Context: an optimization exercise on an open-source flow, tuned for small area. The choices shown serve that exercise and are no tape-out recipe.
The RTL was checked by simulation tests, not by an equivalence proof against the original design.
Power is estimated from default activity; no workload was simulated.

==> flow/design.v <==
module tm_nand2(input a, input b, output y);
  assign y = ~(a & b);
endmodule
module tm_nand3(input a, input b, input c, output y);
  assign y = ~(a & b & c);
endmodule
module tm_nand4(input a, input b, input c, input d, output y);
  assign y = ~(a & b & c & d);
endmodule
module tm_nor2(input a, input b, output y);
  assign y = ~(a | b);
endmodule
module tm_nor4(input a, input b, input c, input d, output y);
  assign y = ~(a | b | c | d);
endmodule
module tm_and4(input a, input b, input c, input d, output y);
  assign y = a & b & c & d;
endmodule
module tm_or2(input a, input b, output y);
  assign y = a | b;
endmodule
module tm_carry4(input cin, input [2:0] rn, output [3:1] t);
  assign t[1] = ~(cin | rn[0]);
  assign t[2] = ~(cin | rn[0] | rn[1]);
  assign t[3] = ~(cin | rn[0] | rn[1] | rn[2]);
endmodule
module tm_cnt_bit(input rn, input t, input d, input wr, input keep, input ovfn,
                  output yn, output e);
  wire x = ~(rn ^ t);           
  assign yn = ~((wr & d) | (keep & x));
  assign e = x ^ ovfn;
endmodule
module tm_cnt_bitn(input rn, input tn, input d, input wr, input keep, input ovfn,
                   output yn, output e);
  wire x = rn ^ tn;
  assign yn = ~((wr & d) | (keep & x));
  assign e = x ^ ovfn;
endmodule
module tm_rd_bit(input on, input cn, input rn, input so, input sc, input sr,
                 output y);
  assign y = ~((on & so) | (rn & sr) | (cn & sc));
endmodule
module timerWrapper(PCLK, PENABLE, PSEL, PRESETN, PWRITE, PREADY, PSLVERR,
                    PADDR, PWDATA, PRDATA);
input PCLK, PENABLE, PSEL, PRESETN, PWRITE;
input  [31:0] PWDATA;
input  [7:0] PADDR;
output [31:0] PRDATA;
output PREADY, PSLVERR;
assign PREADY = 1'b1;
assign PSLVERR = 1'b0;
reg [31:0] ovf_n;          
reg [31:0] ctrl_n;         
reg [31:0] cnt_n;          
reg        cnt_inc;        
reg        cnt_zero;       
reg        overflowReset;  
wire wr     = PSEL & PENABLE & PWRITE;
wire wr_ovf = wr & ~PADDR[3] & ~PADDR[2];
wire wr_cnt = wr & ~PADDR[3] &  PADDR[2];
wire wr_ctl = wr &  PADDR[3] & ~PADDR[2];
wire [31:0] wdata_n;
genvar i;
generate
  for (i = 0; i < 32; i = i + 1) begin : wd
    tm_nand2 u(.a(PWDATA[i]), .b(PRESETN), .y(wdata_n[i]));
  end
endgenerate
wire [6:0] bp;
wire [7:0] bcn;
wire       g03, g46n;
generate
  for (i = 0; i < 7; i = i + 1) begin : prop
    tm_nor4 u_p(.a(cnt_n[4*i]), .b(cnt_n[4*i+1]), .c(cnt_n[4*i+2]),
                .d(cnt_n[4*i+3]), .y(bp[i]));
  end
endgenerate
assign bcn[0] = ~cnt_inc;
tm_nand2 u_bc1(.a(cnt_inc), .b(bp[0]), .y(bcn[1]));
tm_nand3 u_bc2(.a(cnt_inc), .b(bp[0]), .c(bp[1]), .y(bcn[2]));
tm_nand4 u_bc3(.a(cnt_inc), .b(bp[0]), .c(bp[1]), .d(bp[2]), .y(bcn[3]));
tm_and4  u_g03(.a(bp[0]), .b(bp[1]), .c(bp[2]), .d(bp[3]), .y(g03));
tm_nand2 u_bc4(.a(cnt_inc), .b(g03), .y(bcn[4]));
tm_nand3 u_bc5(.a(cnt_inc), .b(g03), .c(bp[4]), .y(bcn[5]));
tm_nand4 u_bc6(.a(cnt_inc), .b(g03), .c(bp[4]), .d(bp[5]), .y(bcn[6]));
tm_nand3 u_g46(.a(bp[4]), .b(bp[5]), .c(bp[6]), .y(g46n));
tm_or2   u_bc7(.a(bcn[4]), .b(g46n), .y(bcn[7]));
wire        keep = ~wr_cnt & ~cnt_zero;
wire [31:0] cnt_d_n;
wire [31:0] eq;
generate
  for (i = 0; i < 8; i = i + 1) begin : blk
    wire [3:1] t;
    tm_carry4 u_c(.cin(bcn[i]), .rn(cnt_n[4*i+2:4*i]), .t(t));
    tm_cnt_bitn u_b0(.rn(cnt_n[4*i]), .tn(bcn[i]), .d(PWDATA[4*i]), .wr(wr_cnt),
                     .keep(keep), .ovfn(ovf_n[4*i]), .yn(cnt_d_n[4*i]),
                     .e(eq[4*i]));
    tm_cnt_bit u_b1(.rn(cnt_n[4*i+1]), .t(t[1]), .d(PWDATA[4*i+1]), .wr(wr_cnt),
                    .keep(keep), .ovfn(ovf_n[4*i+1]), .yn(cnt_d_n[4*i+1]),
                    .e(eq[4*i+1]));
    tm_cnt_bit u_b2(.rn(cnt_n[4*i+2]), .t(t[2]), .d(PWDATA[4*i+2]), .wr(wr_cnt),
                    .keep(keep), .ovfn(ovf_n[4*i+2]), .yn(cnt_d_n[4*i+2]),
                    .e(eq[4*i+2]));
    tm_cnt_bit u_b3(.rn(cnt_n[4*i+3]), .t(t[3]), .d(PWDATA[4*i+3]), .wr(wr_cnt),
                    .keep(keep), .ovfn(ovf_n[4*i+3]), .yn(cnt_d_n[4*i+3]),
                    .e(eq[4*i+3]));
  end
endgenerate
wire [7:0] eqn1;
wire [3:0] eq2;
wire [1:0] eqn3;
wire       eq_all;
generate
  for (i = 0; i < 8; i = i + 1) begin : cmp1
    tm_nand4 u(.a(eq[4*i]), .b(eq[4*i+1]), .c(eq[4*i+2]), .d(eq[4*i+3]), .y(eqn1[i]));
  end
  for (i = 0; i < 4; i = i + 1) begin : cmp2
    tm_nor2 u(.a(eqn1[2*i]), .b(eqn1[2*i+1]), .y(eq2[i]));
  end
  for (i = 0; i < 2; i = i + 1) begin : cmp3
    tm_nand2 u(.a(eq2[2*i]), .b(eq2[2*i+1]), .y(eqn3[i]));
  end
endgenerate
tm_nor2 u_cmp4(.a(eqn3[0]), .b(eqn3[1]), .y(eq_all));
wire hit = cnt_zero ? &ovf_n : eq_all;
always @(posedge PCLK) begin
  if (wr_ovf | ~PRESETN) ovf_n  <= wdata_n;
  if (wr_ctl | ~PRESETN) ctrl_n <= wdata_n;
  cnt_n <= cnt_d_n;
end
always @(posedge PCLK) begin
  if (~PRESETN) begin
    cnt_inc       <= 1'b0;
    cnt_zero      <= 1'b1;
    overflowReset <= 1'b0;
  end else begin
    overflowReset <= wr_ovf;
    if (overflowReset) begin
      cnt_inc  <= 1'b0;
      cnt_zero <= 1'b1;
    end else if (wr_cnt | ctrl_n[0]) begin
      cnt_inc  <= 1'b0;
      cnt_zero <= 1'b0;
    end else begin
      cnt_inc  <= ~hit;
      cnt_zero <= hit;
    end
  end
end
wire sel_ovf = ~PADDR[3] & ~PADDR[2];
wire sel_cnt = ~PADDR[3] &  PADDR[2];
wire sel_ctl =  PADDR[3];
generate
  for (i = 0; i < 32; i = i + 1) begin : rd
    tm_rd_bit u_r(.on(ovf_n[i]), .cn(ctrl_n[i]), .rn(cnt_n[i]),
                  .so(sel_ovf), .sc(sel_ctl), .sr(sel_cnt), .y(PRDATA[i]));
  end
endgenerate
endmodule
==> flow/flow/run.sh <==
#!/bin/bash
# The standard layout (standard.sh), with three changes after the standard
# synthesis: port buffers use the smallest buffer cell, repair may not use the
# largest buffers, and clock tree synthesis adds no dummy loads.
set -euo pipefail
HERE=$(pwd)
bash standard.sh synth > synth.log 2>&1
export BUFFER_PORTS_ARGS="-buffer_cell sky130_fd_sc_hd__buf_1"
for s in FLOORPLAN GLOBAL_PLACE RESIZE REPAIR_TIMING_POST_PLACE CTS GLOBAL_ROUTE DETAIL_PLACE; do
  export PRE_${s}_TCL="$HERE/flow/dontuse.tcl"
done
export CTS_ARGS="-sink_clustering_enable -repair_clock_nets -dont_use_dummy_load -buf_list sky130_fd_sc_hd__clkbuf_8"
bash standard.sh finish > layout.log 2>&1
==> flow/flow/dontuse.tcl <==
# Keep repair from picking the largest buffer cells; trees of smaller ones do.
catch {
  set_dont_use {sky130_fd_sc_hd__buf_16 sky130_fd_sc_hd__buf_12 sky130_fd_sc_hd__buf_8 sky130_fd_sc_hd__buf_6 sky130_fd_sc_hd__bufbuf_16 sky130_fd_sc_hd__bufbuf_8}
}
==> flow/standard.sh <==
#!/bin/bash
# synth_recipe.tcl (not shown) runs the flow's synth.tcl, then flattens the netlist and writes it again
# the make line also repeats each setting of config.mk as NAME=value (left out here)
make -C /OpenROAD-flow-scripts/flow DESIGN_CONFIG=/design/flow/config.mk WORK_HOME=/design/flow/orfs CLKGATE_MAP_FILE= SYNTH_SCRIPT=/design/flow/synth_recipe.tcl "${@:-finish}"
==> flow/config.mk <==
export PLATFORM = sky130hd
export DESIGN_NAME = timerWrapper
export DESIGN_NICKNAME = timerWrapper
export VERILOG_FILES = /design/flow/design.v
export SDC_FILE = /design/flow/constraint.sdc
export NUM_CORES = 4
export LEC_CHECK = 0
export CAP_MARGIN = 20
export CORE_MARGIN = 2
export CORE_UTILIZATION = 40
export CTS_BUF_LIST = sky130_fd_sc_hd__clkbuf_4 sky130_fd_sc_hd__clkbuf_8
export GPL_TIMING_DRIVEN = 0
export SLEW_MARGIN = 20
export SYNTH_HIERARCHICAL = 1
==> flow/constraint.sdc <==
create_clock -name core_clock -period 3.0 [get_ports {PCLK}]
set_input_delay 0.6000 -clock core_clock [delete_from_list [all_inputs] [get_ports {PCLK}]]
set_output_delay 0.6000 -clock core_clock [all_outputs]
set_load 0.01 [all_outputs]
==> results of run 1 <==
## kinds of logic (layout without fill, tap and decap cells)
kind of cell / after synthesis / count (layout) / share of synthesized area (%)
other: 2 / 2 / 0.169
XOR/XNOR: 64 / 64 / 12.6
buffers and inverters: 4 / 98 / 0.507
flip-flops: 99 / 99 / 59.0
AO/OA/AOI/OAI: 68 / 68 / 13.4
AND/OR/NAND/NOR: 110 / 110 / 14.3
## Yosys stat by module (local to each module, per instance), a selection
module | area [µm²] | copies in the design
timerWrapper | 2820 | 1
tm_nor2 | 3.75 | 5
tm_or2 | 6.26 | 1
tm_and4 | 8.76 | 1
tm_cnt_bit | 25.0 | 24
tm_carry4 | 21.3 | 8
tm_nand3 | 5.00 | 3
## power breakdown
group	internal, µW	leakage (µW)	switching (µW)
logic	116	0.000752	197
clock network	270	0.0000647	395
registers	1550	0.000919	76.3
total	1940	0.00174	668
## worst min path at each step
| stage | from | endpoint | slack [ns] | depth (start not counted) |
|---|---|---|---|---|
| 6_report | overflowReset | cnt_zero | 0.44 | 2 |
| 5_1_grt | PWDATA[2] | cnt_n[2] | 0.44 | 2 |
| 4_1_cts | PWDATA[3] | cnt_n[3] | 0.44 | 2 |
| 3_5_place_dp | overflowReset | cnt_zero | 0.42 | 2 |
| 3_3_place_gp | overflowReset | cnt_zero | 0.42 | 2 |
| 2_1_floorplan | overflowReset | cnt_zero | 0.41 | 2 |
## stage by stage
step	util (%)	worst slack, ns
after floorplan	-	0.0952
after global placement	45.1	-2.96
after detailed placement	46.2	-0.185
after global routing	48.2	0.0130
after CTS	47.8	0.0115
final	48.2	0.141
## worst max-delay path: cells and delay by family
| family | cells | cell delay (ns) |
|---|---|---|
| AOI/OAI and AO/OA | 1 | 0.46 |
| and+or+nand+nor | 1 | 0.11 |
| buffers and inverters | 4 | 1.07 |
## synthesized netlist by cell type, types with 2 or more instances
cell      number  area, µm²
a222oi_1      32        320
a22oi_1       32        240
buf_4          2       15.0
conb_1         2       7.51
dfxtp_1       35        701
edfxtp_1      64       1920
inv_1          2       7.51
nand2_1       38        143
nand3_1        5       25.0
nand4_1       17        106
nor2_1        18       67.6
nor2b_1        2       12.5
nor3_1         9       45.0
nor4_2        15        188
xnor2_1       24        210
xor2_1        40        350
## area by class of cell
class                           count  area share (%)
Buffer                              2           0.287
Clock buffer                        9            2.37
Inverter                            2           0.144
Sequential cell                    99            50.3
Multi-Input combinational cell    244            36.4
Tap cell                          140            3.35
Timing Repair Buffer               85            7.13
## sequential cells by signal, summed over array words and instances, names as in the netlist
signal         cells
overflowReset      1
cnt_zero           1
ctrl_n            32
cnt_inc            1
cnt_n             32
ovf_n             32
## metal layers
layer / part of all wire (%) / vias up / track usage (%)
li1: - / 1588 / -
met1: 44 / 1678 / 26.6
met2: 49 / 116 / 35.0
met3: 6.4 / 9 / 3.79
met4: 0.96 / 0 / 5.52
met5: 0 / - / 0
## timing repair
item / 4_1_cts / 5_1_grt
gates cloned: 1 / 0
buffers inserted: 3 / 1
endpoints found under the setup margin: 6 / 10
pin swaps: 4 / 8
resized for setup: 4 / 11
==> results.ini, run 1 <==
[worst_setup_path]
reg2regPathDepth=13
cp.required_ns=2.40
cp-startpoint=PADDR[3]
cp_max_fo=24
crit_type=in -> out
endpoint_kind=output pin
r2r-start=cnt_n[0]
crit_path_end=PRDATA[2]
ff2ff_setup_slack_ns=0.22
worstSetupStartpointType=input pin
arrival_ns=2.26
critPathMostFrequentCell=buf_4
cp_slowest_cell=a222oi_1
path_cells=clkbuf_4, buf_4, nor2_4, buf_4, a222oi_1, buf_1
slowest_delay_ns=0.46
r2r_end=cnt_inc

[power]
p_leak_uw=0.00174
fin_total_pwr_uw=2600
ir_drop_mv=0.305
powerDensity_nw_per_um2=498

[sta]
min_period_ns=2.86
maxSlewViolCount=0
final.setup.tns_ns=0
timing.final.crit_share_pct=95.3
tightest_slew_ns=0.732
finalHoldViolations=0
relSlewSlack_pct=51.0
rsz0062_at_grt=false
holdWs_ns=0.440
max_freq_mhz=350
setup_viol=0
fin_worst_skew_ns=0.0244

[die]
fp-row-count=38
die_w_um=109
die_area_um2=12000
start_util_pct=41.0
die_y_um=109
pin_count=79
core_area_um2=10800

[logic_synthesis]
async_reset_ff_share_pct=0
yosysWarnings=7
syn_area_um2=4440
synth-main-ff-cell=edfxtp_1
syn_inst=347
synth_edf_count=64
synth-seq-cells=99
syn_avg_cell_area_um2=12.8
ys_seq_area_share_pct=59.0
synth_cell_types=26
syn-num-nets=392

[placed_design]
dpl_cell_area_um2=5010
gp_congestion=0.840
dp.cells=567
io_buffers=70
dp_hpwl_um=7970

[grt]
antenna_found_initial=0
grt_pass1_vias=3418
grt_overflow_total=0
grt_max_degree=27
track_usage_pct=20.4
grt_first_pass_wirelength_um=18200

[layout]
mostFrequentLayoutCell=buf_1
n_fill_cell=1048
multiInputGateArea_um2=1900
syn2layout_area_growth_pct=17.7
instances_no_fill=581
nNetsFinal=488
regArea_um2=2630
final_cell_area_um2=5230
mostFrequentLayoutCells=buf_1, edfxtp_1, xor2_1, nand2_1
drive_gt1_share_pct=13.2
antenna_cells=0

[clocking]
cts_tree=built
clk_pin_slew_ns=0.07
clock-sinks=99
htree_levels=3
cts_made_buffers=9
clockBufferDepth=2
ctsHoldBuffers=0
root_buffer=clkbuf_8
insertion_delay_ns=0.36

[run_status]
status=timing/DRC/antenna clean

[detailed_routing]
drc=0
routed_wl_um=11700
drt_first_iter_violations=319
ant_nets=0
vias=3391
post_drt_wl_per_cell_um=20.1
vias_per_cell=5.84
firstDrtPassIters=6

[run]
maxCapViolCount=0

[worst_hold_path]
hold_class=reg -> reg

==> run 2, diff against run 1 <==
--- a/flow/flow/run.sh
+++ b/flow/flow/run.sh
@@ -11,3 +11,4 @@
 done
 export CTS_ARGS="-sink_clustering_enable -repair_clock_nets -dont_use_dummy_load -buf_list sky130_fd_sc_hd__clkbuf_8"
+export RECOVER_POWER=100
 bash standard.sh finish > layout.log 2>&1
--- a/flow/config.mk
+++ b/flow/config.mk
@@ -8,5 +8,5 @@
 export CAP_MARGIN = 20
 export CORE_MARGIN = 2
-export CORE_UTILIZATION = 40
+export CORE_UTILIZATION = 50
 export CTS_BUF_LIST = sky130_fd_sc_hd__clkbuf_4 sky130_fd_sc_hd__clkbuf_8
 export GPL_TIMING_DRIVEN = 0
==> results.ini, run 2 <==
[clocking]
root_buffer=clkbuf_8
insertion_delay_ns=0.35  ; about the same
cts_made_buffers=9  ; unchanged
clk_pin_slew_ns=0.09  ; +0.02 ns
htree_levels=3  ; unchanged
clock-sinks=99  ; unchanged
cts_tree=built
ctsHoldBuffers=0  ; unchanged
clockBufferDepth=2  ; unchanged

[power]
switchingPower_uw=658  ; -1.5%
p_leak_uw=0.00169  ; -2.6%
ir_drop_mv=0.269  ; -12%
swShare_pct=25.4  ; -0.26 points
pwr-share-clk_pct=25.6  ; about the same
powerDensity_nw_per_um2=506  ; +1.5%
comb_power_share_pct=11.7  ; -0.3 points
power_frac_seq_pct=62.8  ; +0.4 points
p_int_uw=1930  ; -0.10%

[layout]
n_fill_cell=815  ; -22%
mostFrequentLayoutCell=buf_1
reg_top3=cnt_n: 32 flops, ctrl_n: 32 flops, ovf_n: 32 flops
multiInputGateArea_um2=1870  ; -1.6%
regArea_um2=2630  ; -0.19%
nNetsFinal=486  ; -0.41%
instances_no_fill=547  ; -5.9%
mostFrequentLayoutCells=buf_1, edfxtp_1, xor2_1, nand2_1, dfxtp_1
syn2layout_area_growth_pct=15.4
drive_gt1_share_pct=11.6  ; -1.5 points
antenna_cells=0  ; unchanged

[grt]
antenna_found_initial=0  ; unchanged
grt_overflow_total=0  ; unchanged
grt_pass1_vias=3499  ; +2.4%
track_usage_pct=24.1  ; +3.6 points
grt_max_degree=22  ; -19%
grt_first_pass_wirelength_um=18200  ; -0.19%

[detailed_routing]
drc=0  ; unchanged
firstDrtPassIters=8  ; +2
post_drt_wl_per_cell_um=20.7  ; +2.9%
vias_per_cell=6.24  ; +6.9%
drt_first_iter_violations=287  ; -10%
routed_wl_um=11300  ; -3.1%
vias=3413  ; +0.65%
ant_nets=0  ; unchanged

[logic_synthesis]
synthTopCellsByArea=edfxtp_1, dfxtp_1, xor2_1, a222oi_1, a22oi_1
synth-main-ff-cell=edfxtp_1
syn-num-nets=392  ; unchanged
synth_cell_types=26  ; unchanged
yosysWarnings=7  ; unchanged
syn_area_um2=4440  ; unchanged
synth_top_area_share_pct=43.3  ; unchanged
synthMostInstantiatedCell=edfxtp_1
synth-seq-cells=99  ; unchanged
syn_inst=347  ; unchanged
async_reset_ff_share_pct=0  ; unchanged
yosys.area.top_type=edfxtp_1
ys_seq_area_share_pct=59.0  ; unchanged
synth_edf_count=64  ; unchanged
synth_common_cells=edfxtp_1, xor2_1, nand2_1
syn_avg_cell_area_um2=12.8  ; unchanged

[die]
start_util_pct=51.2  ; +10 points
core_area_um2=8680  ; -20%
die_y_um=98.3  ; -10%
fp-row-count=34  ; -11%
die_area_um2=9650  ; -19%
pin_count=79  ; unchanged
die_w_um=98.3  ; -10%

[worst_setup_path]
ff2ff_setup_slack_ns=0.18  ; -0.04 ns
endpoint_kind=output pin
path_cells=clkbuf_4, clkbuf_8, nor2_4, buf_4, a222oi_1, buf_1
cp_slowest_cell=a222oi_1
slowest_delay_ns=0.43  ; -0.03 ns
cp.required_ns=2.40  ; about the same
r2r-start=cnt_n[2]
reg2regPathDepth=13  ; unchanged
crit_type=in -> out
worstSetupStartpointType=input pin
r2r_end=cnt_inc
cp_max_fo=20  ; -17%
arrival_ns=2.22  ; -0.04 ns

[sta]
tightest_slew_ns=1.25  ; +0.513 ns
timing.final.crit_share_pct=94.0  ; -1.3 points
setup_viol=0  ; unchanged
fin_worst_skew_ns=0.0239  ; -0.000559 ns
finalHoldViolations=0  ; unchanged
max_freq_mhz=355  ; +1.4%
min_period_ns=2.82  ; -0.0388 ns
maxSlewViolCount=0  ; unchanged
layout_setup_ws_ns=0.179  ; +0.0388 ns
holdWs_ns=0.459  ; +0.0183 ns
relSlewSlack_pct=17.0  ; -34 points

[worst_hold_path]
hp-start=overflowReset
hold_class=reg -> reg
holdPathStages=2  ; unchanged
hold_end=cnt_zero

[placed_design]
dp.cells=535  ; -5.6%
gp_congestion=0.793  ; -5.7%
dp_slack_ns=-0.165  ; +0.0204 ns
io_buffers=70  ; unchanged
dp_hpwl_um=7930  ; -0.40%

[run]
maxCapViolCount=0  ; unchanged

[run_status]
status=timing/DRC/antenna clean

run 2: stage by stage:
step | total power (µW) | util [%] | area (µm²) | setup TNS [ns]
2_1_floorplan | 1800 | - | 4450 | 0
3_3_place_gp | 1940 | 55.8 | 4840 | -266.31
3_5_place_dp | 1960 | 57.3 | 4970 | -0.283
4_1_cts | 2610 | 59.0 | 5120 | 0
5_1_grt | 2700 | 59.1 | 5130 | -0.0142
6_report | 2590 | 59.1 | 5130 | 0
run 2: logic make-up after synthesis:
group           share of synthesized area [%]
compound gates                           13.4
xor+xnor                                 12.6
buf+inv                                 0.507
flops                                    59.0
other cells                             0.169
simple gates                             14.3
run 2: critical path: cells and delay by family:
family	cells	cell delay, ns
buffers and inverters	4	1.04
AO/OA/AOI/OAI	1	0.43
AND/OR/NAND/NOR	1	0.13
run 2: routing by layer:
layer  share of wire (%)  up-vias  global-route usage (%)  routed length, µm
li1                    -     1585                       -                  -
met1                  43     1698                    32.2               4860
met2                  50      116                    41.5               5640
met3                 5.7       14                    3.29                641
met4                 1.5        0                    6.53                167
met5                   0        -                       0                  0
run 2: worst max path at each step:
stage | slack (ns) | start | end | depth (start not counted)
after CTS | 0.007 | PADDR[3] | PRDATA[25] | 6
after detailed placement | -0.16 | cnt_n[1] | cnt_inc | 13
after global routing | -0.01 | cnt_n[2] | cnt_inc | 13
after global placement | -2.75 | PADDR[3] | cnt_n[24] | 4
after floorplan | 0.1 | PWRITE | cnt_n[0] | 4
final | 0.18 | PADDR[3] | PRDATA[25] | 6
run 2: timing repair:
item | CTS | global route
pin swaps | 1 | 8
hold endpoints to repair | 0 | 0
setup endpoints to repair | 2 | 15
setup buffers | 1 | 2
resized for setup | 4 | 7
run 2: final cells by class:
| cell class | count | share of cell area, % |
|---|---|---|
| multi-input cells | 244 | 36.5 |
| inverters | 2 | 0.146 |
| well taps | 108 | 2.64 |
| clock buffers | 9 | 2.42 |
| flip-flops and latches | 99 | 51.2 |
| repair buffers | 83 | 6.76 |
| plain buffers | 2 | 0.293 |
run 2: per-module statistics from Yosys, one instance, submodules excluded:
module	flip-flops and latches	cell area, µm²	times used
tm_nor2	0	3.75	5
timerWrapper	99	2820	1
tm_carry4	0	21.3	8
tm_and4	0	8.76	1
tm_cnt_bitn	0	25.0	8
tm_nand4	0	6.26	10
tm_rd_bit	0	10.0	32
tm_cnt_bit	0	25.0	24
tm_nand2	0	3.75	36
tm_nor4	0	12.5	7
tm_or2	0	6.26	1
tm_nand3	0	5.00	3
run 2: power by group through the flow:
| stage | Combinational, µW | Clock [µW] | Sequential (µW) |
|---|---|---|---|
| 2_1_floorplan | 172 | 0 | 1630 |
| 3_3_place_gp | 287 | 0 | 1650 |
| 3_5_place_dp | 305 | 0 | 1660 |
| 4_1_cts | 307 | 680 | 1630 |
| 5_1_grt | 334 | 727 | 1640 |
| 6_report | 302 | 663 | 1630 |
==> run 3, diff against run 2 <==
--- a/flow/flow/run.sh
+++ b/flow/flow/run.sh
@@ -10,5 +10,5 @@
   export PRE_${s}_TCL="$HERE/flow/dontuse.tcl"
 done
-export CTS_ARGS="-sink_clustering_enable -repair_clock_nets -dont_use_dummy_load -buf_list sky130_fd_sc_hd__clkbuf_8"
+export CTS_ARGS="-sink_clustering_enable -repair_clock_nets -dont_use_dummy_load -sink_clustering_size 10 -buf_list {sky130_fd_sc_hd__clkbuf_4 sky130_fd_sc_hd__clkbuf_8}"
 export RECOVER_POWER=100
 bash standard.sh finish > layout.log 2>&1
==> results.ini, run 3 <==
[logic_synthesis]
synth_top_area_share_pct=43.3  ; unchanged
synth_edf_count=64  ; unchanged
synth_common_cells=edfxtp_1, xor2_1, nand2_1
synth-main-ff-cell=edfxtp_1
syn_inst=347  ; unchanged
synth-seq-cells=99  ; unchanged
async_reset_ff_share_pct=0  ; unchanged
synthMostInstantiatedCell=edfxtp_1
yosys.area.top_type=edfxtp_1
yosysWarnings=7  ; unchanged
syn_avg_cell_area_um2=12.8  ; unchanged
synth_cell_types=26  ; unchanged
ys_seq_area_share_pct=59.0  ; unchanged
synthTopCellsByArea=edfxtp_1, dfxtp_1, xor2_1, a222oi_1, a22oi_1
syn_area_um2=4440  ; unchanged
syn-num-nets=392  ; unchanged

[layout]
final_cell_area_um2=5130  ; unchanged
reg_top3=cnt_n: 32 flops, ctrl_n: 32 flops, ovf_n: 32 flops
nNetsFinal=486  ; unchanged
mostFrequentLayoutCells=buf_1, edfxtp_1, xor2_1, nand2_1, dfxtp_1
utilization_pct=59.1  ; unchanged
drive_gt1_share_pct=11.6  ; unchanged
syn2layout_area_growth_pct=15.4  ; unchanged
mostFrequentLayoutCell=buf_1
antenna_cells=0  ; unchanged

[sta]
tightest_slew_ns=1.25  ; unchanged
final.setup.tns_ns=0  ; unchanged
timing.final.crit_share_pct=94.0  ; unchanged
setup_viol=0  ; unchanged
min_period_ns=2.82  ; unchanged
max_freq_mhz=355  ; unchanged
maxSlewViolCount=0  ; unchanged
fin_worst_skew_ns=0.0239  ; unchanged
finalHoldViolations=0  ; unchanged
relSlewSlack_pct=17.0  ; unchanged
holdWs_ns=0.459  ; unchanged

[placed_design]
dp_hpwl_um=7930  ; unchanged
dpl_cell_area_um2=4970  ; unchanged
io_buffers=70  ; unchanged
gp_congestion=0.793  ; unchanged

[power]
ir_drop_mv=0.269  ; unchanged
p_leak_uw=0.00169  ; unchanged
powerDensity_nw_per_um2=506  ; unchanged

[die]
core_area_um2=8680  ; unchanged
die_y_um=98.3  ; unchanged
fp-row-count=34  ; unchanged
die_w_um=98.3  ; unchanged
die_area_um2=9650  ; unchanged
start_util_pct=51.2  ; unchanged
pin_count=79  ; unchanged

[clocking]
clockBufferDepth=2  ; unchanged
clock-sinks=99  ; unchanged
root_buffer=clkbuf_8
clk_pin_slew_ns=0.09  ; about the same
insertion_delay_ns=0.35  ; about the same
htree_levels=3  ; unchanged
cts_tree=built
cts_made_buffers=9  ; unchanged
ctsHoldBuffers=0  ; unchanged

[detailed_routing]
drc=0  ; unchanged
routed_wl_um=11300  ; unchanged
post_drt_wl_per_cell_um=20.7  ; unchanged
vias=3413  ; unchanged
ant_nets=0  ; unchanged
drt_first_iter_violations=287  ; unchanged
vias_per_cell=6.24  ; unchanged
firstDrtPassIters=8  ; unchanged

[grt]
grt_pass1_vias=3499  ; unchanged
grt_first_pass_wirelength_um=18200  ; unchanged
track_usage_pct=24.1  ; unchanged
grt_overflow_total=0  ; unchanged
antenna_found_initial=0  ; unchanged
grt_max_degree=22  ; unchanged

[worst_setup_path]
arrival_ns=2.22  ; about the same
worstSetupStartpointType=input pin
crit_type=in -> out
cp.required_ns=2.40  ; about the same
endpoint_kind=output pin
cp_max_fo=20  ; unchanged

[run_status]
status=timing/DRC/antenna clean

[worst_hold_path]
hold_class=reg -> reg

[run]
maxCapViolCount=0  ; unchanged

## run 3: cell counts after synthesis
Identical to the previous run, type by type.
## run 3: cell families after synthesis
group	share of synthesized area, %
AND/OR/NAND/NOR	14.3
flip-flops	59.0
AO/OA/AOI/OAI	13.4
other	0.169
XOR/XNOR	12.6
buffers and inverters	0.507
## run 3: per-stage QoR
step                      worst slack, ns  power, µW  std cells
after floorplan                    0.0952       1800        347
after global placement              -2.75       1940        525
after detailed placement           -0.165       1960        535
after CTS                         0.00667       2610        545
after global routing              -0.0142       2700        547
final                               0.179       2590        547
## run 3: area by class of cell
class                   count  area, µm²
plain buffers               2       15.0
clock buffers               9        124
fillers                   815       3550
inverters                   2       7.51
multi-input cells         244       1870
flip-flops and latches     99       2630
well taps                 108        135
repair buffers             83        347
## run 3: critical path, cell delays in order
cell	delay [ns]
clkbuf_4	0.27
clkbuf_8	0.31
nor2_4	0.13
buf_4	0.26
a222oi_1	0.43
buf_1	0.20
## run 3: worst paths after layout
path / startpoint / endpoint / slack, ns / depth (start not counted)
worst min-delay path: overflowReset / cnt_zero / 0.46 / 2
worst min register to register: overflowReset / cnt_zero / 0.46 / 2
worst max register to register: cnt_n[2] / cnt_inc / 0.18 / 13
worst max-delay path: PADDR[3] / PRDATA[25] / 0.18 / 6
## run 3: Yosys stat by module, one instance, submodules excluded
module	copies in the design	flops+latches
tm_cnt_bitn	8	0
tm_nand2	36	0
tm_nor2	5	0
tm_nor4	7	0
tm_carry4	8	0
tm_or2	1	0
timerWrapper	1	99
tm_rd_bit	32	0
tm_nand3	3	0
tm_and4	1	0
tm_cnt_bit	24	0
tm_nand4	10	0
## run 3: power by group
part / total, µW / internal (µW) / switching (µW)
clock: 663 / 270 / 393
sequential: 1630 / 1550 / 76.0
combinational: 302 / 113 / 189
## run 3: repair_timing
item / in CTS / in global routing
endpoints found under the hold margin: 0 / 0
pin swaps: 1 / 8
buffers inserted: 1 / 2
gates resized for setup: 4 / 7
endpoints found under the setup margin: 2 / 15
## run 3: routing by layer
layer / up-vias / global-route usage [%] / share of wire, %
li1: 1585 / - / -
met1: 1698 / 32.2 / 43
met2: 116 / 41.5 / 50
met3: 14 / 3.29 / 5.7
met4: 0 / 6.53 / 1.5
met5: - / 0 / 0
==> run 4, diff against run 3 <==
==> flow/config.mk (replaced) <==
export PLATFORM = sky130hd
export DESIGN_NAME = timerWrapper
export DESIGN_NICKNAME = timerWrapper
export VERILOG_FILES = /design/flow/design.v
export SDC_FILE = /design/flow/constraint.sdc
export NUM_CORES = 4
export LEC_CHECK = 0
export CAP_MARGIN = 5
export CORE_MARGIN = 2
export CORE_UTILIZATION = 50
export GPL_TIMING_DRIVEN = 0
export SLEW_MARGIN = 5
export SYNTH_HIERARCHICAL = 1
==> results.ini, run 4 <==
[run_status]
status=timing/DRC/antenna clean

[detailed_routing]
drt_first_iter_violations=257  ; -10%
post_drt_wl_per_cell_um=20.9  ; +1.0%
firstDrtPassIters=8  ; unchanged
ant_nets=0  ; unchanged
drc=0  ; unchanged
routed_wl_um=11300  ; -0.11%
vias=3404  ; -0.26%
vias_per_cell=6.29  ; +0.84%

[layout]
mostFrequentLayoutCell=buf_1
instances_no_fill=541  ; -1.1%
antenna_cells=0  ; unchanged
utilization_pct=58.9  ; -0.20 points
drive_gt1_share_pct=11.1  ; -0.53 points
n_fill_cell=802  ; -1.6%
final_cell_area_um2=5110  ; -0.34%
reg_top3=cnt_n: 32 flops, ctrl_n: 32 flops, ovf_n: 32 flops
multiInputGateArea_um2=1900  ; +1.4%
syn2layout_area_growth_pct=15.0
nNetsFinal=480  ; -1.2%
mostFrequentLayoutCells=buf_1, edfxtp_1, xor2_1, nand2_1, dfxtp_1
regArea_um2=2630  ; unchanged

[die]
fp-row-count=34  ; unchanged
pin_count=79  ; unchanged
die_area_um2=9650  ; unchanged
start_util_pct=51.2  ; unchanged
core_area_um2=8680  ; unchanged
die_y_um=98.3  ; unchanged
die_w_um=98.3  ; unchanged

[sta]
min_period_ns=2.80  ; -0.0235 ns
timing.final.crit_share_pct=93.2  ; -0.78 points
fin_worst_skew_ns=0.0193  ; -0.00454 ns
setup_viol=0  ; unchanged
final.setup.tns_ns=0  ; unchanged
max_freq_mhz=358  ; +0.84%
finalHoldViolations=0  ; unchanged
relSlewSlack_pct=12.2  ; -4.8 points
tightest_slew_ns=1.31  ; +0.0657 ns
maxSlewViolCount=0  ; unchanged

[placed_design]
dpl_cell_area_um2=4930  ; -0.91%
gp_congestion=0.793  ; unchanged
dp_hpwl_um=7350  ; -7.3%
io_buffers=70  ; unchanged
dp.cells=529  ; -1.1%

[clocking]
cts_made_buffers=9  ; unchanged
cts_tree=built
clock-sinks=99  ; unchanged
htree_levels=3  ; unchanged
clockBufferDepth=2  ; unchanged
clk_pin_slew_ns=0.09  ; about the same
insertion_delay_ns=0.35  ; about the same
ctsHoldBuffers=0  ; unchanged
root_buffer=clkbuf_8

[power]
p_leak_uw=0.00168  ; -0.46%
powerDensity_nw_per_um2=506  ; +0.17%
ir_drop_mv=0.271  ; +0.83%

[worst_setup_path]
worstSetupStartpointType=input pin
r2r_end=cnt_inc
worst-path-stages=4  ; -2
crit_type=in -> out
crit_path_end=PRDATA[25]
slowest_delay_ns=0.79  ; +0.36 ns
path_cells=buf_4, nor2_4, a222oi_1, buf_1
reg2regPathDepth=13  ; unchanged
cp_max_fo=37  ; +85%
endpoint_kind=output pin
cp-startpoint=PADDR[3]
critPathBufInv=2  ; -2
cp_slowest_cell=nor2_4
crit_family=simple AND/OR/NAND/NOR gates
arrival_ns=2.20  ; -0.02 ns
r2r-start=cnt_n[6]
ff2ff_setup_slack_ns=0.25  ; +0.07 ns
cp.required_ns=2.40  ; about the same

[logic_synthesis]
synth-seq-cells=99  ; unchanged
yosysWarnings=7  ; unchanged
synth_top_area_share_pct=43.3  ; unchanged
synth_common_cells=edfxtp_1, xor2_1, nand2_1
syn_avg_cell_area_um2=12.8  ; unchanged
synth-main-ff-cell=edfxtp_1
synth_cell_types=26  ; unchanged
syn_area_um2=4440  ; unchanged
yosys.area.top_type=edfxtp_1
async_reset_ff_share_pct=0  ; unchanged
synthMostInstantiatedCell=edfxtp_1
syn-num-nets=392  ; unchanged
synthTopCellsByArea=edfxtp_1, dfxtp_1, xor2_1, a222oi_1, a22oi_1
synth_edf_count=64  ; unchanged
ys_seq_area_share_pct=59.0  ; unchanged
syn_inst=347  ; unchanged

[worst_hold_path]
hold_class=reg -> reg

[grt]
antenna_found_initial=0  ; unchanged
grt_first_pass_wirelength_um=18200  ; +0.46%
track_usage_pct=24.1  ; +0.030 points
grt_max_degree=38  ; +73%
grt_pass1_vias=3466  ; -0.94%
grt_overflow_total=0  ; unchanged

[run]
maxCapViolCount=0  ; unchanged

[run 4: cell counts after synthesis]
No cell type changed its count.
[run 4: per-layer routing]
metal  part of all wire (%)  track usage (%)
met5                      0                0
met1                     42             32.4
met2                     51             41.3
met3                    6.8             3.01
met4                   0.82             6.85
[run 4: report_power, final]
| group | switching (µW) | internal [µW] |
|---|---|---|
| sequential | 77.1 | 1550 |
| combinational | 189 | 109 |
| clock | 391 | 270 |
[run 4: cell families after synthesis]
logic type	after synthesis	share of synthesized area, %
AOI/OAI and AO/OA	68	13.4
other	2	0.169
and+or+nand+nor	110	14.3
DFF	99	59.0
xor gates and xnor gates	64	12.6
buffers and inverters	4	0.507
[run 4: tightest hold or removal path, cell delays in order, from the launching register on]
cell     delay [ns]
dfxtp_1        0.32
nor2b_1        0.06
o31ai_2        0.05
[run 4: stage by stage]
stage	worst slack (ns)	power, µW	hold slack, ns
CTS	0.0166	2610	0.453
global route	-0.0000571	2700	0.457
global placement	-2.75	1940	0.430
finish	0.203	2590	0.455
floorplan	0.0952	1800	0.407
detailed placement	-0.197	1960	0.436
[run 4: worst min path at each step]
stage,from,end,slack [ns],cells after the start
detailed placement,overflowReset,cnt_zero,0.44,2
global route,PWDATA[17],cnt_n[17],0.46,2
global placement,overflowReset,cnt_zero,0.43,2
finish,overflowReset,cnt_zero,0.46,2
CTS,PWDATA[17],cnt_n[17],0.45,2
floorplan,overflowReset,cnt_zero,0.41,2
[run 4: area by class of cell]
cell class                      count  area share [%]
Sequential cell                    99            51.4
Clock buffer                        9            2.42
Buffer                              2           0.294
Inverter                            2           0.147
Tap cell                          108            2.65
Multi-Input combinational cell    244            37.2
Timing Repair Buffer               77            5.93
[run 4: modules after synthesis (local to each module, per instance)]
module	flops+latches	cells inside	cell area, µm²	times used
tm_cnt_bit	0	3	25.0	24
tm_nand2	0	1	3.75	36
tm_rd_bit	0	1	10.0	32
tm_cnt_bitn	0	3	25.0	8
tm_and4	0	1	8.76	1
tm_or2	0	1	6.26	1
tm_nand4	0	1	6.26	10
tm_nor2	0	1	3.75	5
tm_nor4	0	1	12.5	7
tm_carry4	0	3	21.3	8
timerWrapper	99	132	2820	1
tm_nand3	0	1	5.00	3
[run 4: repair_timing]
| item | CTS | global route |
|---|---|---|
| resized for setup | 5 | 7 |
| pin swaps | 1 | 7 |
| endpoints found under the setup margin | 4 | 2 |
| gates cloned | 0 | 0 |
| buffers inserted | 1 | 2 |
==> run 5, diff against run 4 <==
--- a/flow/flow/run.sh
+++ b/flow/flow/run.sh
@@ -10,5 +10,5 @@
   export PRE_${s}_TCL="$HERE/flow/dontuse.tcl"
 done
-export CTS_ARGS="-sink_clustering_enable -repair_clock_nets -dont_use_dummy_load -sink_clustering_size 10 -buf_list {sky130_fd_sc_hd__clkbuf_4 sky130_fd_sc_hd__clkbuf_8}"
+export CTS_ARGS="-sink_clustering_enable -repair_clock_nets -dont_use_dummy_load -sink_clustering_size 24 -buf_list sky130_fd_sc_hd__clkbuf_8"
 export RECOVER_POWER=100
 bash standard.sh finish > layout.log 2>&1
--- a/flow/config.mk
+++ b/flow/config.mk
@@ -6,8 +6,9 @@
 export NUM_CORES = 4
 export LEC_CHECK = 0
-export CAP_MARGIN = 5
+export CAP_MARGIN = 20
 export CORE_MARGIN = 2
-export CORE_UTILIZATION = 50
+export CORE_UTILIZATION = 60
+export CTS_BUF_LIST = sky130_fd_sc_hd__clkbuf_4 sky130_fd_sc_hd__clkbuf_8
 export GPL_TIMING_DRIVEN = 0
-export SLEW_MARGIN = 5
+export SLEW_MARGIN = 20
 export SYNTH_HIERARCHICAL = 1
==> results.ini, run 5 <==
[placed_design]
dp.cells=526  ; -0.57%
dpl_cell_area_um2=4960  ; +0.69%
io_buffers=70  ; unchanged
dp_hpwl_um=7470  ; +1.5%
gp_congestion=0.791  ; -0.16%

[layout]
final_cell_area_um2=5120  ; +0.32%
instances_no_fill=539  ; -0.37%
drive_gt1_share_pct=12.0  ; +0.96 points
nNetsFinal=487  ; +1.5%
antenna_cells=0  ; unchanged
reg_top3=cnt_n: 32 flops, ctrl_n: 32 flops, ovf_n: 32 flops
syn2layout_area_growth_pct=15.4
mostFrequentLayoutCells=buf_1, edfxtp_1, xor2_1, nand2_1, dfxtp_1
mostFrequentLayoutCell=buf_1

[logic_synthesis]
synthMostInstantiatedCell=edfxtp_1
synth_fa_ha_area_share_pct=0  ; unchanged
yosys.area.top_type=edfxtp_1
synth_top_area_share_pct=43.3  ; unchanged
synth_simple_gate_area_share_pct=14.3  ; unchanged
syn_avg_cell_area_um2=12.8  ; unchanged
syn_inst=347  ; unchanged
synth_xor_area_share_pct=12.6  ; unchanged
syn_area_um2=4440  ; unchanged
syn-num-nets=392  ; unchanged
yosysWarnings=7  ; unchanged
ys_seq_area_share_pct=59.0  ; unchanged
synth_edf_count=64  ; unchanged
synth-main-ff-cell=edfxtp_1
synthMuxAreaShare_pct=0  ; unchanged
synth-seq-cells=99  ; unchanged
synthTopCellsByArea=edfxtp_1, dfxtp_1, xor2_1, a222oi_1, a22oi_1
synth_top_family_by_area=simple AND/OR/NAND/NOR gates
async_reset_ff_share_pct=0  ; unchanged
synth_common_cells=edfxtp_1, xor2_1, nand2_1
synth_cell_types=26  ; unchanged
synth_compound_area_share_pct=13.4  ; unchanged

[detailed_routing]
wl_met2_um=5550  ; -3.2%
vias_per_cell=6.43  ; +2.2%
top_layer=met4
routed_wl_um=11000  ; -3.1%
firstDrtPassIters=9  ; +1
wl_met3_um=688  ; -11%
drt_first_iter_violations=325  ; +26%
ant_nets=0  ; unchanged
m1WireLength_um=4520  ; -4.0%
drc=0  ; unchanged
vias=3465  ; +1.8%
post_drt_wl_per_cell_um=20.3  ; -2.7%

[sta]
rsz0062_at_grt=false
holdWs_ns=0.429  ; -0.0261 ns
maxSlewViolCount=0  ; unchanged
timing.final.crit_share_pct=96.9  ; +3.7 points
max_freq_mhz=344  ; -3.8%
tightest_slew_ns=1.07  ; -0.237 ns
fin_worst_skew_ns=0.0330  ; +0.0136 ns
min_period_ns=2.91  ; +0.111 ns
setup_viol=0  ; unchanged
final.setup.tns_ns=0  ; unchanged
finalHoldViolations=0  ; unchanged
relSlewSlack_pct=28.0  ; +16 points

[die]
die_area_um2=8110  ; -16%
die_y_um=90.0  ; -8.4%
fp-row-count=31  ; -8.8%
start_util_pct=61.6  ; +10 points
die_w_um=90.0  ; -8.4%
pin_count=79  ; unchanged
core_area_um2=7210  ; -17%

[power]
p_leak_uw=0.00171  ; +1.4%
switchingPower_uw=657  ; about the same
power_frac_seq_pct=62.8  ; about the same
comb_power_share_pct=11.6  ; about the same
p_int_uw=1930  ; +0.15%
ir_drop_mv=0.279  ; +2.8%
pwr-share-clk_pct=25.6  ; about the same
powerDensity_nw_per_um2=505  ; -0.22%
swShare_pct=25.4  ; -0.041 points

[run]
maxCapViolCount=0  ; unchanged

[clocking]
ctsHoldBuffers=0  ; unchanged
clock-sinks=99  ; unchanged
cts_tree=built
htree_levels=3  ; unchanged
clk_pin_slew_ns=0.08  ; about the same
clockBufferDepth=2  ; unchanged
cts_made_buffers=9  ; unchanged
root_buffer=clkbuf_8
insertion_delay_ns=0.37  ; +0.02 ns

[worst_hold_path]
hold_class=reg -> reg

[worst_setup_path]
cp.required_ns=2.40  ; about the same
cp_max_fo=21  ; -43%
endpoint_kind=output pin
worstSetupStartpointType=input pin
crit_type=in -> out
arrival_ns=2.31  ; +0.11 ns

[grt]
grt_overflow_total=0  ; unchanged
grt_first_pass_wirelength_um=17500  ; -4.2%
grt_pass1_vias=3551  ; +2.5%
antenna_found_initial=0  ; unchanged
grt_max_degree=23  ; -39%
track_usage_pct=27.4  ; +3.3 points

[run_status]
status=timing/DRC/antenna clean

run 5: cell counts after synthesis:
No cell type changed its count.
run 5: path summary, 6_finish.rpt:
path | from | end | slack [ns] | cells after the start
min | overflowReset | cnt_zero | 0.43 | 2
max | PADDR[3] | PRDATA[15] | 0.09 | 6
max reg2reg | cnt_n[1] | cnt_inc | 0.13 | 13
min reg2reg | overflowReset | cnt_zero | 0.43 | 2
run 5: Yosys stat by module, one instance, submodules excluded, a selection:
module        cells inside  flip-flops and latches  cell area [µm²]  copies in the design
timerWrapper           132                      99             2820                     1
tm_and4                  1                       0             8.76                     1
tm_carry4                3                       0             21.3                     8
tm_cnt_bit               3                       0             25.0                    24
tm_cnt_bitn              3                       0             25.0                     8
tm_nand3                 1                       0             5.00                     3
tm_nand4                 1                       0             6.26                    10
tm_nor2                  1                       0             3.75                     5
tm_or2                   1                       0             6.26                     1
tm_rd_bit                1                       0             10.0                    32
run 5: critical path, stage by stage:
cell and delay [ns]:
buf_2 0.34, clkbuf_8 0.33, nor2_4 0.13, buf_4 0.26, a222oi_1 0.42, buf_1 0.20
run 5: area by class of cell:
type / count / area (µm²)
timing repair buffer: 84 / 352
clock buffer: 9 / 124
sequential: 99 / 2630
buffer: 2 / 15.0
multi-input combinational: 244 / 1880
tap: 99 / 124
fill: 574 / 2090
inverter: 2 / 7.51
run 5: power groups by stage:
stage | Clock, µW | Sequential (µW) | Combinational (µW)
finish | 663 | 1630 | 299
global placement | 0 | 1650 | 282
global route | 713 | 1640 | 328
CTS | 663 | 1620 | 302
floorplan | 0 | 1630 | 172
detailed placement | 0 | 1650 | 301
run 5: metrics by stage:
| step | power (µW) | utilization [%] | setup WS [ns] |
|---|---|---|---|
| 2_1_floorplan | 1800 | - | 0.0952 |
| 3_3_place_gp | 1940 | 67.0 | -2.57 |
| 3_5_place_dp | 1950 | 68.7 | -0.176 |
| 4_1_cts | 2590 | 70.8 | 0.0138 |
| 5_1_grt | 2680 | 71.0 | 0.00720 |
| 6_report | 2590 | 71.0 | 0.0922 |
run 5: repair_timing:
action | CTS | global route
gates resized for setup | 4 | 8
endpoints found under the setup margin | 2 | 10
pin swaps | 1 | 6
setup buffers | 1 | 3
run 5: kinds of logic after synthesis:
kind of cell | after synthesis
buffers and inverters | 4
other | 2
AND/OR/NAND/NOR | 110
AO/OA/AOI/OAI | 68
flip-flops | 99
XOR/XNOR | 64
run 5: per-layer routing:
| metal | vias up | GRT usage (%) |
|---|---|---|
| li1 | 1594 | - |
| met1 | 1703 | 35.5 |
| met2 | 149 | 47.9 |
| met3 | 19 | 3.35 |
| met4 | 0 | 9.49 |
| met5 | - | 0 |
==> run 6, diff against run 5 <==
==> flow/run.sh (new file) <==
#!/bin/bash
# synth_recipe.tcl (not shown) runs the flow's synth.tcl, then flattens the netlist and writes it again
# the make line also repeats each setting of config.mk as NAME=value (left out here)
make -C /OpenROAD-flow-scripts/flow DESIGN_CONFIG=/design/flow/config.mk WORK_HOME=/design/flow/orfs CLKGATE_MAP_FILE= SYNTH_SCRIPT=/design/flow/synth_recipe.tcl finish
--- a/flow/config.mk
+++ b/flow/config.mk
@@ -8,5 +8,5 @@
 export CAP_MARGIN = 20
 export CORE_MARGIN = 2
-export CORE_UTILIZATION = 60
+export CORE_UTILIZATION = 40
 export CTS_BUF_LIST = sky130_fd_sc_hd__clkbuf_4 sky130_fd_sc_hd__clkbuf_8
 export GPL_TIMING_DRIVEN = 0
removed: flow/flow/run.sh
removed: flow/flow/dontuse.tcl
removed: flow/standard.sh
==> results.ini, run 6 <==
[grt]
grt_max_degree=24  ; +4.3%
antenna_found_initial=0  ; unchanged
grt_overflow_total=0  ; unchanged
grt_pass1_vias=3543  ; -0.23%
track_usage_pct=20.0  ; -7.4 points
grt_first_pass_wirelength_um=18200  ; +4.3%

[worst_setup_path]
slowest_delay_ns=0.63  ; +0.21 ns
cp_slowest_cell=clkdlybuf4s50_1
crit_type=in -> out
cp_max_fo=23  ; +9.5%
r2r_end=cnt_inc
path_cells=buf_4, nor2_4, buf_16, a222oi_1, clkdlybuf4s50_1
endpoint_kind=output pin
arrival_ns=2.32  ; about the same
cp-startpoint=PADDR[3]
r2r-start=cnt_n[5]
ff2ff_setup_slack_ns=0.16  ; +0.03 ns
reg2regPathDepth=13  ; unchanged
worstSetupStartpointType=input pin
cp.required_ns=2.40  ; about the same

[layout]
syn2layout_area_growth_pct=33.0
mostFrequentLayoutCells=clkdlybuf4s50_1, edfxtp_1, xor2_1, nand2_1
mostFrequentLayoutCell=clkdlybuf4s50_1
antenna_cells=0  ; unchanged
multiInputGateArea_um2=1900  ; +1.2%
nNetsFinal=489  ; +0.41%
regArea_um2=2630  ; +0.24%
drive_gt1_share_pct=15.8  ; +3.8 points
reg_top3=cnt_n: 32 flops, ctrl_n: 32 flops, ovf_n: 32 flops
instances_no_fill=589  ; +9.3%
n_fill_cell=957  ; +67%

[sta]
timing.final.crit_share_pct=97.2  ; +0.31 points
min_period_ns=2.92  ; +0.00943 ns
final.setup.tns_ns=0  ; unchanged
holdWs_ns=0.442  ; +0.0127 ns
relSlewSlack_pct=60.7  ; +33 points
layout_setup_ws_ns=0.0828  ; -0.00943 ns
maxSlewViolCount=0  ; unchanged
fin_worst_skew_ns=0.0147  ; -0.0182 ns
setup_viol=0  ; unchanged
max_freq_mhz=343  ; -0.32%
finalHoldViolations=0  ; unchanged
tightest_slew_ns=0.588  ; -0.485 ns

[die]
pin_count=79  ; unchanged
die_w_um=109  ; +21%
core_area_um2=10800  ; +50%
fp-row-count=38  ; +23%
start_util_pct=41.0  ; -21 points
die_area_um2=12000  ; +48%
die_y_um=109  ; +21%

[logic_synthesis]
synth_xor_area_share_pct=12.6  ; unchanged
synth_top_family_by_area=simple AND/OR/NAND/NOR gates
async_reset_ff_share_pct=0  ; unchanged
synth_top_area_share_pct=43.3  ; unchanged
synth-main-ff-cell=edfxtp_1
syn_area_um2=4440  ; unchanged
synth-seq-cells=99  ; unchanged
synth_edf_count=64  ; unchanged
synthTopCellsByArea=edfxtp_1, dfxtp_1, xor2_1, a222oi_1, a22oi_1
synth_common_cells=edfxtp_1, xor2_1, nand2_1
syn_inst=347  ; unchanged
yosys.area.top_type=edfxtp_1
synth_cell_types=26  ; unchanged
synth_compound_area_share_pct=13.4  ; unchanged
ys_seq_area_share_pct=59.0  ; unchanged
yosysWarnings=7  ; unchanged
syn-num-nets=392  ; unchanged
synth_fa_ha_area_share_pct=0  ; unchanged
synthMostInstantiatedCell=edfxtp_1
synthMuxAreaShare_pct=0  ; unchanged
syn_avg_cell_area_um2=12.8  ; unchanged
synth_simple_gate_area_share_pct=14.3  ; unchanged

[detailed_routing]
vias=3393  ; -2.1%
routed_wl_um=11500  ; +5.2%
post_drt_wl_per_cell_um=19.6  ; -3.8%
vias_per_cell=5.76  ; -10%
drc=0  ; unchanged
firstDrtPassIters=8  ; -1
ant_nets=0  ; unchanged
drt_first_iter_violations=243  ; -25%

[run]
maxCapViolCount=0  ; unchanged

[clocking]
cts_tree=built
insertion_delay_ns=0.36  ; about the same
htree_levels=3  ; unchanged
clock-sinks=99  ; unchanged
root_buffer=clkbuf_8
cts_made_buffers=9  ; unchanged
clk_pin_slew_ns=0.09  ; about the same
clockBufferDepth=2  ; unchanged

[placed_design]
dp_slack_ns=-0.270  ; -0.0941 ns
dp.cells=569  ; +8.2%
gp_congestion=0.763  ; -3.6%
dp_hpwl_um=8210  ; +10%
io_buffers=70  ; unchanged

[power]
powerDensity_nw_per_um2=503  ; -0.53%
p_leak_uw=0.00203  ; +19%
ir_drop_mv=0.339  ; +21%
fin_total_pwr_uw=2970  ; +15%

[worst_hold_path]
hold_end=cnt_zero
hold_class=reg -> reg
holdPathStages=2  ; unchanged
hp-start=overflowReset

[run_status]
status=timing/DRC/antenna clean

## run 6: layout make-up
class	count	share of cell area (%)
clock inverters	4	0.953
repair buffers	86	16.2
well taps	140	2.97
plain buffers	2	0.254
clock buffers	12	2.80
inverters	2	0.127
multi-input cells	244	32.2
flip-flops and latches	99	44.6
## run 6: per-stage QoR
| step | util (%) | cell area (µm²) |
|---|---|---|
| 5_1_grt | 54.5 | 5910 |
| 4_1_cts | 54.0 | 5860 |
| 6_report | 54.5 | 5910 |
| 3_3_place_gp | 49.1 | 5320 |
| 3_5_place_dp | 51.6 | 5600 |
| 2_1_floorplan | - | 4450 |
## run 6: modules after synthesis, one instance, submodules excluded, excerpt
module	flip-flops and latches	cell area [µm²]	cells inside	copies in the design
tm_rd_bit	0	10.0	1	32
tm_cnt_bit	0	25.0	3	24
timerWrapper	99	2820	132	1
tm_nor4	0	12.5	1	7
tm_or2	0	6.26	1	1
tm_nand4	0	6.26	1	10
tm_carry4	0	21.3	3	8
tm_and4	0	8.76	1	1
## run 6: worst max-delay path by stage
stage,end,depth (start not counted)
final,PRDATA[0],5
after global routing,cnt_inc,13
after CTS,PRDATA[0],5
after detailed placement,PRDATA[22],5
after global placement,cnt_n[4],4
after floorplan,cnt_n[0],4
## run 6: critical path, delay by kind of cell
kind,cells,cell delay (ns)
AND/OR/NAND/NOR,1,0.14
buffers and inverters,3,1.11
AO/OA/AOI/OAI,1,0.46
## run 6: cell families (layout without fill, tap and decap cells)
| kind of cell | count (synthesis) | count (layout) |
|---|---|---|
| simple gates | 110 | 110 |
| flops | 99 | 99 |
| compound gates | 68 | 68 |
| xor+xnor | 64 | 64 |
| buf+inv | 4 | 106 |
| other cells | 2 | 2 |
## run 6: what timing repair did
action | CTS | global route
resized for setup | 6 | 13
hold buffers | 0 | 0
buffers inserted | 2 | 2
pin swaps | 2 | 8
setup endpoints to repair | 34 | 25
gates cloned | 0 | 0
## run 6: per-layer routing
| layer | wire, µm | up-vias | track usage (%) |
|---|---|---|---|
| li1 | - | 1606 | - |
| met1 | 5110 | 1659 | 26.7 |
| met2 | 5630 | 118 | 34.0 |
| met3 | 687 | 10 | 3.79 |
| met4 | 100 | 0 | 4.34 |
| met5 | 0 | - | 0 |
## run 6: report_power, final
part,switching [µW],internal (µW),leakage [µW]
combinational,198,225,0.000995
clock,459,461,0.000113
sequential,75.9,1550,0.000917
total,732,2240,0.00203
==> run 7, diff against run 6 <==
--- a/flow/design.v
+++ b/flow/design.v
@@ -11,7 +11,4 @@
   assign y = ~(a | b);
 endmodule
-module tm_nor4(input a, input b, input c, input d, output y);
-  assign y = ~(a | b | c | d);
-endmodule
 module tm_and4(input a, input b, input c, input d, output y);
   assign y = a & b & c & d;
@@ -20,8 +17,9 @@
   assign y = a | b;
 endmodule
-module tm_carry4(input cin, input [2:0] rn, output [3:1] t);
+module tm_blk(input cin, input [3:0] rn, output [3:1] t, output bp);
   assign t[1] = ~(cin | rn[0]);
   assign t[2] = ~(cin | rn[0] | rn[1]);
   assign t[3] = ~(cin | rn[0] | rn[1] | rn[2]);
+  assign bp = ~(rn[0] | rn[1] | rn[2] | rn[3]);
 endmodule
 module tm_cnt_bit(input rn, input t, input d, input wr, input keep, input ovfn,
@@ -70,10 +68,5 @@
 wire [7:0] bcn;
 wire       g03, g46n;
-generate
-  for (i = 0; i < 7; i = i + 1) begin : prop
-    tm_nor4 u_p(.a(cnt_n[4*i]), .b(cnt_n[4*i+1]), .c(cnt_n[4*i+2]),
-                .d(cnt_n[4*i+3]), .y(bp[i]));
-  end
-endgenerate
+wire       bp7;   
 assign bcn[0] = ~cnt_inc;
 tm_nand2 u_bc1(.a(cnt_inc), .b(bp[0]), .y(bcn[1]));
@@ -92,5 +85,9 @@
   for (i = 0; i < 8; i = i + 1) begin : blk
     wire [3:1] t;
-    tm_carry4 u_c(.cin(bcn[i]), .rn(cnt_n[4*i+2:4*i]), .t(t));
+    if (i < 7) begin : b
+      tm_blk u_c(.cin(bcn[i]), .rn(cnt_n[4*i+3:4*i]), .t(t), .bp(bp[i]));
+    end else begin : b
+      tm_blk u_c(.cin(bcn[i]), .rn(cnt_n[4*i+3:4*i]), .t(t), .bp(bp7));
+    end
     tm_cnt_bitn u_b0(.rn(cnt_n[4*i]), .tn(bcn[i]), .d(PWDATA[4*i]), .wr(wr_cnt),
                      .keep(keep), .ovfn(ovf_n[4*i]), .yn(cnt_d_n[4*i]),
==> flow/flow/run.sh (new file) <==
#!/bin/bash
# The standard layout (standard.sh), with three changes after the standard
# synthesis: port buffers use the smallest buffer cell, repair may not use the
# largest buffers, and clock tree synthesis adds no dummy loads.
set -euo pipefail
HERE=$(pwd)
bash standard.sh synth > synth.log 2>&1
export BUFFER_PORTS_ARGS="-buffer_cell sky130_fd_sc_hd__buf_1"
for s in FLOORPLAN GLOBAL_PLACE RESIZE REPAIR_TIMING_POST_PLACE CTS GLOBAL_ROUTE DETAIL_PLACE; do
  export PRE_${s}_TCL="$HERE/flow/dontuse.tcl"
done
export CTS_ARGS="-sink_clustering_enable -repair_clock_nets -dont_use_dummy_load -sink_clustering_size 10 -buf_list {sky130_fd_sc_hd__clkbuf_4 sky130_fd_sc_hd__clkbuf_8}"
export RECOVER_POWER=100
bash standard.sh finish > layout.log 2>&1
==> flow/flow/dontuse.tcl (new file) <==
# Keep repair from picking the largest buffer cells; trees of smaller ones do.
catch {
  set_dont_use {sky130_fd_sc_hd__buf_16 sky130_fd_sc_hd__buf_12 sky130_fd_sc_hd__buf_8 sky130_fd_sc_hd__buf_6 sky130_fd_sc_hd__bufbuf_16 sky130_fd_sc_hd__bufbuf_8}
}
==> flow/standard.sh (new file) <==
#!/bin/bash
# synth_recipe.tcl (not shown) runs the flow's synth.tcl, then flattens the netlist and writes it again
# the make line also repeats each setting of config.mk as NAME=value (left out here)
make -C /OpenROAD-flow-scripts/flow DESIGN_CONFIG=/design/flow/config.mk WORK_HOME=/design/flow/orfs CLKGATE_MAP_FILE= SYNTH_SCRIPT=/design/flow/synth_recipe.tcl "${@:-finish}"
==> flow/config.mk (replaced) <==
export PLATFORM = sky130hd
export DESIGN_NAME = timerWrapper
export DESIGN_NICKNAME = timerWrapper
export VERILOG_FILES = /design/flow/design.v
export SDC_FILE = /design/flow/constraint.sdc
export NUM_CORES = 4
export LEC_CHECK = 0
export CAP_MARGIN = 5
export CORE_MARGIN = 2
export CORE_UTILIZATION = 50
export GPL_TIMING_DRIVEN = 0
export SLEW_MARGIN = 5
export SYNTH_HIERARCHICAL = 1
removed: flow/run.sh
==> results.ini, run 7 <==
[power]
powerDensity_nw_per_um2=509  ; +1.3%
comb_power_share_pct=11.6  ; -2.7 points
fin_total_pwr_uw=2580  ; -13%
swShare_pct=25.1  ; +0.43 points
switchingPower_uw=647  ; -12%
ir_drop_mv=0.243  ; -28%
power_frac_seq_pct=63.0  ; +8.2 points
p_leak_uw=0.00169  ; -16%
p_int_uw=1930  ; -14%
pwr-share-clk_pct=25.4  ; -5.6 points

[layout]
nNetsFinal=483  ; -1.2%
n_fill_cell=794  ; -17%
instances_no_fill=544  ; -7.6%
syn2layout_area_growth_pct=16.3
mostFrequentLayoutCell=buf_1
mostFrequentLayoutCells=buf_1, edfxtp_1, xor2_1, nand2_1, dfxtp_1
drive_gt1_share_pct=9.17  ; -6.6 points
reg_top3=cnt_n: 32 flops, ctrl_n: 32 flops, ovf_n: 32 flops
antenna_cells=0  ; unchanged

[run_status]
status=timing/DRC/antenna clean

[logic_synthesis]
syn_inst=347  ; unchanged
yosysWarnings=7  ; unchanged
syn_avg_cell_area_um2=12.5  ; -2.1%
syn_area_um2=4350  ; -2.1%
syn-num-nets=392  ; unchanged

[clocking]
clockBufferDepth=2  ; unchanged
htree_levels=3  ; unchanged
clk_pin_slew_ns=0.09  ; about the same
cts_made_buffers=9  ; unchanged
ctsHoldBuffers=0  ; unchanged
root_buffer=clkbuf_8
insertion_delay_ns=0.35  ; about the same
clock-sinks=99  ; unchanged
cts_tree=built

[grt]
track_usage_pct=23.2  ; +3.2 points
antenna_found_initial=0  ; unchanged
grt_pass1_vias=3384  ; -4.5%
grt_max_degree=38  ; +58%
grt_first_pass_wirelength_um=17200  ; -5.4%
grt_overflow_total=0  ; unchanged

[sta]
fin_worst_skew_ns=0.0252  ; +0.0105 ns
layout_setup_ws_ns=0.124  ; +0.0413 ns
min_period_ns=2.88  ; -0.0413 ns
setup_viol=0  ; unchanged
relSlewSlack_pct=8.27  ; -52 points
finalHoldViolations=0  ; unchanged
tightest_slew_ns=1.37  ; +0.782 ns
maxSlewViolCount=0  ; unchanged
max_freq_mhz=348  ; +1.4%
timing.final.crit_share_pct=95.9  ; -1.4 points

[die]
pin_count=79  ; unchanged
die_y_um=97.3  ; -11%
die_w_um=97.3  ; -11%
fp-row-count=34  ; -11%
start_util_pct=50.6  ; +9.6 points
core_area_um2=8590  ; -21%
die_area_um2=9460  ; -21%

[detailed_routing]
post_drt_wl_per_cell_um=20.2  ; +3.2%
vias_per_cell=6.17  ; +7.0%
drc=0  ; unchanged
ant_nets=0  ; unchanged
firstDrtPassIters=10  ; +2
drt_first_iter_violations=230  ; -5.3%
routed_wl_um=11000  ; -4.7%
vias=3354  ; -1.1%

[run]
maxCapViolCount=0  ; unchanged

[worst_setup_path]
crit_type=in -> out
cp_max_fo=32  ; +39%
endpoint_kind=output pin
slowest_delay_ns=0.86  ; +0.23 ns
worst-path-stages=4  ; -1
path_cells=clkbuf_1, nor2b_4, a222oi_1, buf_1
arrival_ns=2.28  ; -0.04 ns
cp_slowest_cell=nor2b_4
critPathBufInv=2  ; -1
reg2regPathDepth=13  ; unchanged
crit_family=simple AND/OR/NAND/NOR gates
worstSetupStartpointType=input pin
cp.required_ns=2.40  ; about the same

[placed_design]
gp_congestion=0.808  ; +6.0%
dp_hpwl_um=7020  ; -15%
dp_slack_ns=-0.407  ; -0.137 ns
dp.cells=529  ; -7.0%
io_buffers=70  ; unchanged

[worst_hold_path]
holdPathStages=2  ; unchanged
hold_class=in -> reg

[run 7: through the flow]
step	TNS (ns)	utilization (%)	hold slack (ns)	cell area (µm²)
after floorplan	0	-	0.407	4350
after global placement	-255.94	55.3	0.427	4750
after detailed placement	-0.767	56.2	0.429	4830
after CTS	0	58.3	0.451	5010
after global routing	-0.0486	58.9	0.466	5060
final	0	58.9	0.465	5060
[run 7: per-layer routing]
| metal | global-route usage, % | part of all wire (%) | up-vias |
|---|---|---|---|
| li1 | - | - | 1582 |
| met1 | 30.8 | 42 | 1641 |
| met2 | 39.9 | 50 | 119 |
| met3 | 2.95 | 6.4 | 12 |
| met4 | 7.37 | 1.3 | 0 |
| met5 | 0 | 0 | - |
[run 7: final cells by class]
cell class / count / area [µm²] / area share, %
tap: 108 / 135 / 2.67
buffer: 2 / 15.0 / 0.297
multi-input combinational: 245 / 1840 / 36.3
inverter: 2 / 7.51 / 0.148
clock buffer: 9 / 124 / 2.45
sequential: 99 / 2630 / 51.9
timing repair buffer: 79 / 315 / 6.23
[run 7: power by group through the flow]
stage / clock [µW] / sequential [µW] / combinational [µW]
after CTS: 673 / 1620 / 298
after global placement: 0 / 1650 / 285
after detailed placement: 0 / 1650 / 297
after global routing: 720 / 1640 / 327
after floorplan: 0 / 1630 / 171
final: 655 / 1620 / 298
[run 7: final timing paths]
path                                     from    endpoint  slack, ns
worst max-delay path                 PADDR[2]  PRDATA[27]       0.12
worst min-delay path               PWDATA[16]   cnt_n[16]       0.47
worst max register to register       cnt_n[3]     cnt_inc       0.16
worst min register to register  overflowReset    cnt_zero       0.47
[run 7: timing repair]
item,4_1_cts,5_1_grt
endpoints found under the setup margin,2,27
cloned,0,1
hold endpoints to repair,0,0
pin swaps,1,6
gates resized for setup,8,11
setup buffers,1,4

## separate check: timing with driven ports
In the flow no input, the clock included, has a driving cell. The finished layouts below were timed again as built, in two steps. Step 1: set_driving_cell puts a clkbuf_16 on PCLK and a buf_2 on each other input, an assumption about the parent block. Step 2 times the ports against the registers' clock, not the clock port: input delays grow and output delays shrink by t, the midpoint of the rising clock arrivals with the driver on. Three values: ideal ports, drivers, drivers and shift; two values: the first two.
run	t, ns	setup slack, ns	hold WS [ns]	clock arrival spread, ns
run 1	0.385	0.141 / 0.116 / 0.116	0.440 / 0.440 / 0.440	0.024 / 0.025
run 2	0.378	0.179 / 0.155 / -0.178	0.459 / 0.449 / 0.459	0.024 / 0.024
run 3	0.378	0.179 / 0.155 / -0.178	0.459 / 0.449 / 0.459	0.024 / 0.024
run 4	0.376	0.203 / 0.180 / -0.009	0.455 / 0.455 / 0.455	0.020 / 0.020
run 5	0.382	0.092 / 0.068 / -0.219	0.429 / 0.429 / 0.429	0.033 / 0.033
run 6	0.379	0.083 / 0.055 / 0.055	0.442 / 0.442 / 0.442	0.015 / 0.016
run 7	0.371	0.124 / 0.100 / -0.161	0.465 / 0.461 / 0.467	0.025 / 0.026
With both steps, setup timing fails in 5 of these runs, where it was met with ideal ports.
